What follows belongs to an exercise in optimizing a design on an open flow for small area, a short achievable clock period and few clock cycles; a production flow would make more cautious choices.
The RTL was checked by simulation tests, not by an equivalence proof against the original design.
Power is estimated from default activity; no workload was simulated.

Design cpu, start of the top module:
module cpu(
        input Clk,
        input Reset_N,
        output i_readM,
        output i_writeM,
        output [15:0] i_address,
        input [15:0] i_data,
        output d_readM,
        output d_writeM,
        output [15:0] d_address,
        input [15:0] d_data_in,
        output [15:0] d_data_out,
        output reg [15:0] num_inst,
        output reg [15:0] output_port,
        output is_halted
);
Size: ~1,300 cells after synthesis, ~190 flip-flops, roughly 120 I/O pins.
Settings: LEC_CHECK=0, ABC_CLOCK_PERIOD_IN_PS=1500, CAP_MARGIN=20, CORE_MARGIN=2, CORE_UTILIZATION=40, SLEW_MARGIN=20; clock period 12.0 ns.
standard.sh (not shown) runs the stock make flow with config.mk's settings and CLKGATE_MAP_FILE= SYNTH_SCRIPT=/design/flow/synth_recipe.tcl, a recipe that flattens the netlist after the stock synthesis.
==> flow/flow/run.sh <==
#!/bin/bash
# The standard layout (the standard.sh: ORFS from synthesis to the final
# layout, with config.mk's settings), with two changes:
#  - every repair_timing step aims at a setup slack of 8.5 ns at the design's
#    clock period, so gate sizing and buffering work on the paths that set the
#    period the design achieves;
#  - the port buffers that buffer_ports puts on every input and output are
#    buf_1 cells (resized later as timing needs) instead of the delay-buffer
#    cells it picks by default.
# The SDC, the clock period and the synthesis are the standard ones.
# make's output goes to standard_flow.log; each ORFS step writes its own log
# under orfs/logs/.
set -euo pipefail
bash standard.sh SETUP_SLACK_MARGIN=8.5 "BUFFER_PORTS_ARGS=-buffer_cell sky130_fd_sc_hd__buf_1" finish > standard_flow.log 2>&1
The first run finished with timing, DRC and antenna clean.
Testbench counts at the start, summed over its fixed seeds: cycles 38,905.
Then changed:
--- a/flow/flow/run.sh
+++ b/flow/flow/run.sh
@@ -4 +4 @@
-#  - every repair_timing step aims at a setup slack of 8.5 ns at the design's
+#  - every repair_timing step aims at a setup slack of 8.0 ns at the design's
@@ -14 +14 @@
-bash standard.sh SETUP_SLACK_MARGIN=8.5 "BUFFER_PORTS_ARGS=-buffer_cell sky130_fd_sc_hd__buf_1" finish > standard_flow.log 2>&1
+bash standard.sh SETUP_SLACK_MARGIN=8.0 "BUFFER_PORTS_ARGS=-buffer_cell sky130_fd_sc_hd__buf_1" finish > standard_flow.log 2>&1
Worst setup slack is worse by 0.070 ns.
Global-route usage fell by 0.40 points.
Sequential power shrinks slightly.
Critical path depth drops by 1.
First-iteration DRC count falls by a little under a tenth.
Wire length goes down slightly.
Clock-buffer cell count rose by 1.
Total power hardly moves.
Register-to-register slack loses 0.28 ns.
Then changed:
==> flow/flow/run.sh (replaced) <==
#!/bin/bash
# The standard layout (the standard.sh: ORFS from synthesis to the final
# layout, with config.mk's settings), with one change: every repair_timing
# step aims at a setup slack of 7.5 ns at the design's clock period, so gate
# sizing and buffering work on the paths that set the period the design
# achieves. The SDC, the clock period and the synthesis are the standard ones.
# make's output goes to standard_flow.log; each ORFS step writes its own log
# under orfs/logs/.
set -euo pipefail
bash standard.sh SETUP_SLACK_MARGIN=7.5 finish > standard_flow.log 2>&1
Effect: The changed run completed with no timing, DRC or antenna violations. Clock skew falls by 0.0045 ns. Design area climbs by a few percent. Worst setup slack gets worse by 0.39 ns. Sequential power shrinks slightly. Combinational power grows by a few percent. Clock-buffer cell count is unchanged. Routed wire length drops slightly. Die area does not change. First-iteration DRC count grows by about a fifth. Fmax shrinks by a little under a tenth. Synthesized cell count stays the same.

========
## trial 84
Another version of the RTL of cpu (not shown whole).
Size in the first run: ~190 flip-flops, ~120 I/O pins, roughly 11000 um2 of cells after synthesis.
clock: 12.0 ns
lec_check: 0
abc_clock_period_in_ps: 1500
cap_margin: 20
core_margin: 2
core_utilization: 55
slew_margin: 20
==> flow/flow/run.sh <==
#!/bin/bash
# The standard layout (the standard.sh: ORFS from synthesis to the final
# layout, with config.mk's settings), with two changes:
#  - every repair_timing step aims at a setup slack of 8.0 ns at the design's
#    clock period, so gate sizing and buffering work on the paths that set the
#    period the design achieves;
#  - the port buffers that buffer_ports puts on every input and output are
#    buf_1 cells (resized later as timing needs) instead of the delay-buffer
#    cells it picks by default.
# The SDC, the clock period and the synthesis are the standard ones.
# make's output goes to standard_flow.log; each ORFS step writes its own log
# under orfs/logs/.
set -euo pipefail
bash standard.sh SETUP_SLACK_MARGIN=8.0 "BUFFER_PORTS_ARGS=-buffer_cell sky130_fd_sc_hd__buf_1" finish > standard_flow.log 2>&1
Trial 84: PASS, flow complete, no timing, DRC or antenna violations
Testbench counts of trial 84, summed over its fixed seeds: cycles 38,905.
For trial 22, these inputs were changed with respect to trial 84:
- CORE_UTILIZATION changed from 55 to 65
- CTS_BUF_LIST newly set to sky130_fd_sc_hd__clkbuf_8
## What came out
Summary of trial 22 over trial 84: max-slew headroom at the worst pin shows an increase of 7.7 points; non-clock buffer count shows a reduction of 4.7%; total design power shows a reduction of 0.19 mW.

==> afterwards: timing with drivers on the ports <==
Ports are ideal in the flow. The routed layouts listed here were re-timed in OpenROAD. Step 1: set_driving_cell puts a clkbuf_16 on Clk and a buf_2 on each other input, an assumption about the parent block. Step 2 moves the port delays by t, midway between the first and last clock arrival at a register: inputs arrive t later, outputs are due t later. That takes back most of the time a late clock gives input paths. Slacks: ideal ports / drivers / drivers and shift; pairs: ideal ports / drivers.
run	shift t [ns]	setup WS [ns]	worst hold slack (ns)	latest minus earliest clock arrival (ns)	worst register clock-pin slew, ns
the first run of note 1	0.492	8.077 / 8.089 / 7.597	0.507 / 0.507 / 0.507	0.015 / 0.015	0.08 / 0.08
the second run of note 1	0.487	8.007 / 8.009 / 7.522	0.518 / 0.518 / 0.518	0.019 / 0.019	0.08 / 0.08
the third run of note 1	0.485	7.620 / 7.644 / 7.159	0.522 / 0.522 / 0.522	0.014 / 0.014	0.08 / 0.08
trial 84	0.484	7.989 / 8.003 / 7.519	0.524 / 0.524 / 0.524	0.029 / 0.030	0.09 / 0.09
trial 22	0.508	7.967 / 7.972 / 7.463	0.524 / 0.524 / 0.524	0.024 / 0.023	0.11 / 0.11
After both steps every run listed still meets setup and hold. The setup slack of trial 22, which loses most, moves by +0.005 ns with the drivers and by -0.504 ns with both steps.
